Source: an optimization exercise on an open RTL-to-GDS flow (aim: small area, a short achievable clock period and few clock cycles). Production flows keep margins and buffers that such runs may drop. At most, simulation tests tie the RTL to the original design; equivalence was not proved. No activity file was given, so power comes from the tool's default toggle rates.

oak:
==> flow/design.v <==
module projectCPU2022(
  clk,
  rst,
  wrEn,
  data_fromRAM,
  addr_toRAM,
  data_toRAM,
  PC,
  W
);
input clk, rst;
input wire [15:0] data_fromRAM;
output reg [15:0] data_toRAM;
output reg wrEn;
output reg [12:0] addr_toRAM;
output reg [12:0] PC;
output reg [15:0] W;
reg        stPC, stBus, stPtr, stWr, st2;
reg [2:0]  opcode;
reg [15:0] M;
reg        exe;       
reg        sub;       
wire [15:0] D     = data_fromRAM;
wire [12:0] PCinc = PC + 13'd1;
wire        opd0  = (D[12:0] == 13'd0);
wire        isADD = (opcode == 3'd0);
wire        isCMP = (opcode == 3'd4);
wire        isNOR = (opcode == 3'd1);
wire        isSRL = (opcode == 3'd2);
wire        isRRL = (opcode == 3'd3);
wire        isLD  = (opcode == 3'd6);
wire [15:0] p = M;
wire [15:0] g = W & ~M;
reg  [15:0] G, P;
integer j, s;
always @* begin
  G = g; P = p;
  G[0] = g[0] | (p[0] & sub);
  for (s = 1; s < 16; s = s * 2)
    for (j = 0; j < 16; j = j + 1)
      if (j & s) begin
        G[j] = G[j] | (P[j] & G[(j & ~(s - 1)) - 1]);
        P[j] = P[j] & P[(j & ~(s - 1)) - 1];
      end
end
wire [15:0] sum = p ^ {G[14:0], sub};
wire        lt  = ~G[15];        
wire        eq  = &p;            
wire        left  = |M[15:4];
wire [3:0]  k     = M[3:0];
wire        fill  = isRRL;
reg  [15:0] Wrev, frev;
integer q;
always @* for (q = 0; q < 16; q = q + 1) Wrev[q] = W[15 - q];
wire [15:0] x0 = left ? Wrev : W;
wire [15:0] x1 = k[0] ? {x0[0]   & fill,       x0[15:1]} : x0;
wire [15:0] x2 = k[1] ? {x1[1:0] & {2{fill}},  x1[15:2]} : x1;
wire [15:0] x3 = k[2] ? {x2[3:0] & {4{fill}},  x2[15:4]} : x2;
wire [15:0] x4 = k[3] ? {x3[7:0] & {8{fill}},  x3[15:8]} : x3;
always @* for (q = 0; q < 16; q = q + 1) frev[q] = x4[15 - q];
wire [15:0] shres = left ? frev : x4;
wire        isSH  = isSRL | isRRL;
wire [15:0] cmpres = {{15{lt}}, ~eq};
wire [15:0] alu = ({16{isADD}} & sum) | ({16{isCMP}} & cmpres) | ({16{isNOR}} & ~(W | M)) |
                  ({16{isSH}} & shres) | ({16{isLD}} & M);
wire sFET = stPC & ~st2;
wire sDEC = stBus & ~st2;
wire sIND = stBus & st2;
wire sEXE = stPC & st2;
always @* begin
  addr_toRAM = ({13{stBus}} & D[12:0]) | ({13{stPC}} & PC) | ({13{stWr}} & M[12:0]) |
               {10'd0, stPtr, 2'd0};
  wrEn       = stWr;
  data_toRAM = W;
end
wire        cmpx  = sEXE && (opcode == 3'd4);
wire        addx  = sEXE && ((opcode == 3'd0) || (opcode == 3'd4));
always @(posedge clk) begin
  M   <= D ^ ({16{addx}} & W) ^ {16{cmpx}};
  sub <= cmpx;
end
always @(posedge clk) begin
  if (rst) begin
    stPC  <= 1'b1;
    stBus <= 1'b0;
    stPtr <= 1'b0;
    stWr  <= 1'b0;
    st2   <= 1'b0;
    PC    <= 13'd0;
    W     <= 16'd0;
    exe   <= 1'b0;
  end else begin
    exe <= 1'b0;
    if (exe)
      W <= alu;
    stPC  <= 1'b0;
    stBus <= 1'b0;
    stPtr <= 1'b0;
    stWr  <= 1'b0;
    st2   <= 1'b0;
    if (sFET)
      stBus <= 1'b1;                     
    if (sDEC) begin
      opcode <= D[15:13];
      if (D[15:13] != 3'd7)
        PC <= PCinc;
      if (opd0)
        stPtr <= 1'b1;                   
      else if (D[15:13] == 3'd7)
        stWr <= 1'b1;                    
      else begin
        stPC <= 1'b1;                    
        st2  <= 1'b1;
      end
    end
    if (stPtr) begin
      stBus <= 1'b1;                     
      st2   <= 1'b1;
    end
    if (sIND) begin
      if (opcode == 3'd7)
        stWr <= 1'b1;                    
      else begin
        stPC <= 1'b1;                    
        st2  <= 1'b1;
      end
    end
    if (sEXE) begin
      exe <= (opcode != 3'd5);
      if (opcode == 3'd5 && D == 16'd0) begin
        PC   <= W[12:0];
        stPC <= 1'b1;                    
      end else
        stBus <= 1'b1;                   
    end
    if (stWr) begin
      PC   <= PCinc;
      stPC <= 1'b1;                      
    end
  end
end
endmodule
Settings: LEC_CHECK=0, ABC_AREA=1, CAP_MARGIN=20, CORE_MARGIN=2, CORE_UTILIZATION=40, SETUP_SLACK_MARGIN=2.5, SLEW_MARGIN=20; clock period 5.0 ns.
run.sh (not shown) runs the stock make flow with config.mk's settings and CLKGATE_MAP_FILE= SYNTH_SCRIPT=/design/flow/synth_recipe.tcl, a recipe that flattens the netlist after the stock synthesis.
oak reached the end of the flow, and the finished layout is clean on the timing, design-rule and antenna checks.
Testbench counts of oak, summed over its fixed seeds: cycles 57,384.
Setup changes, oak to birch
--- a/flow/design.v
+++ b/flow/design.v
@@ -17,7 +17,8 @@
 output reg [15:0] W;
 reg        stPC, stBus, stPtr, stWr, st2;
 reg [2:0]  opcode;
-reg [15:0] M;
+reg [15:0] M;         
+reg [15:0] Px;        
 reg        exe;       
 reg        sub;       
 wire [15:0] D     = data_fromRAM;
@@ -29,8 +30,8 @@
 wire        isSRL = (opcode == 3'd2);
 wire        isRRL = (opcode == 3'd3);
 wire        isLD  = (opcode == 3'd6);
-wire [15:0] p = M;
-wire [15:0] g = W & ~M;
+wire [15:0] p = Px;
+wire [15:0] g = W & M;
 reg  [15:0] G, P;
 integer j, s;
 always @* begin
@@ -74,9 +75,9 @@
   data_toRAM = W;
 end
 wire        cmpx  = sEXE && (opcode == 3'd4);
-wire        addx  = sEXE && ((opcode == 3'd0) || (opcode == 3'd4));
 always @(posedge clk) begin
-  M   <= D ^ ({16{addx}} & W) ^ {16{cmpx}};
+  M   <= D ^ {16{cmpx}};
+  Px  <= D ^ {16{cmpx}} ^ W;
   sub <= cmpx;
 end
 always @(posedge clk) begin
[summary]
Final period utilization, oak and birch, higher one = birch.
Synthesized cell count was lower in oak than in birch.
[compare] base=oak new=birch: fraction of power consumed by combinational cells fell 7.3 points; final net count increased 10.
Going from oak to birch, setup slack of the critical path after layout shrinks by 17 ps.
Summary of the comparison: utilization after layout is higher in birch, relative to oak.
Synthesized area per cell on birch is up relative to oak.
Between oak and birch, the global-route usage is higher for oak.
Compared to oak, birch has worst-margin pin slew 180 ps higher.
birch vs oak — final total power climbed by more than a quarter
The higher global-route wire length before repair came out of birch.
Function not checked in birch: the RTL went through the layout flow alone.

==> static timing again, ports no longer ideal <==
No port has a modelled driver above. Below, the same layouts with a new extraction and two added sets of constraints. Step 1, drivers: a clkbuf_16 drives clk and a buf_2 each remaining input, both assumed. Step 2 also shifts input and output timing later by t, the mid clock arrival at the registers, as if the neighbouring blocks saw the same clock. a / b / c = no drivers / after step 1 / after step 2; a / b = the first two.
run	shift t [ns]	slack for setup (ns)	clock arrival spread, ns
oak	0.340	2.523 / 2.492 / 2.229	0.012 / 0.012
birch	0.384	2.506 / 2.459 / 2.225	0.007 / 0.007
After both steps every run listed still meets setup and hold. For oak, which loses most, drivers alone change the setup slack by -0.031 ns; drivers and shift together by -0.294 ns.
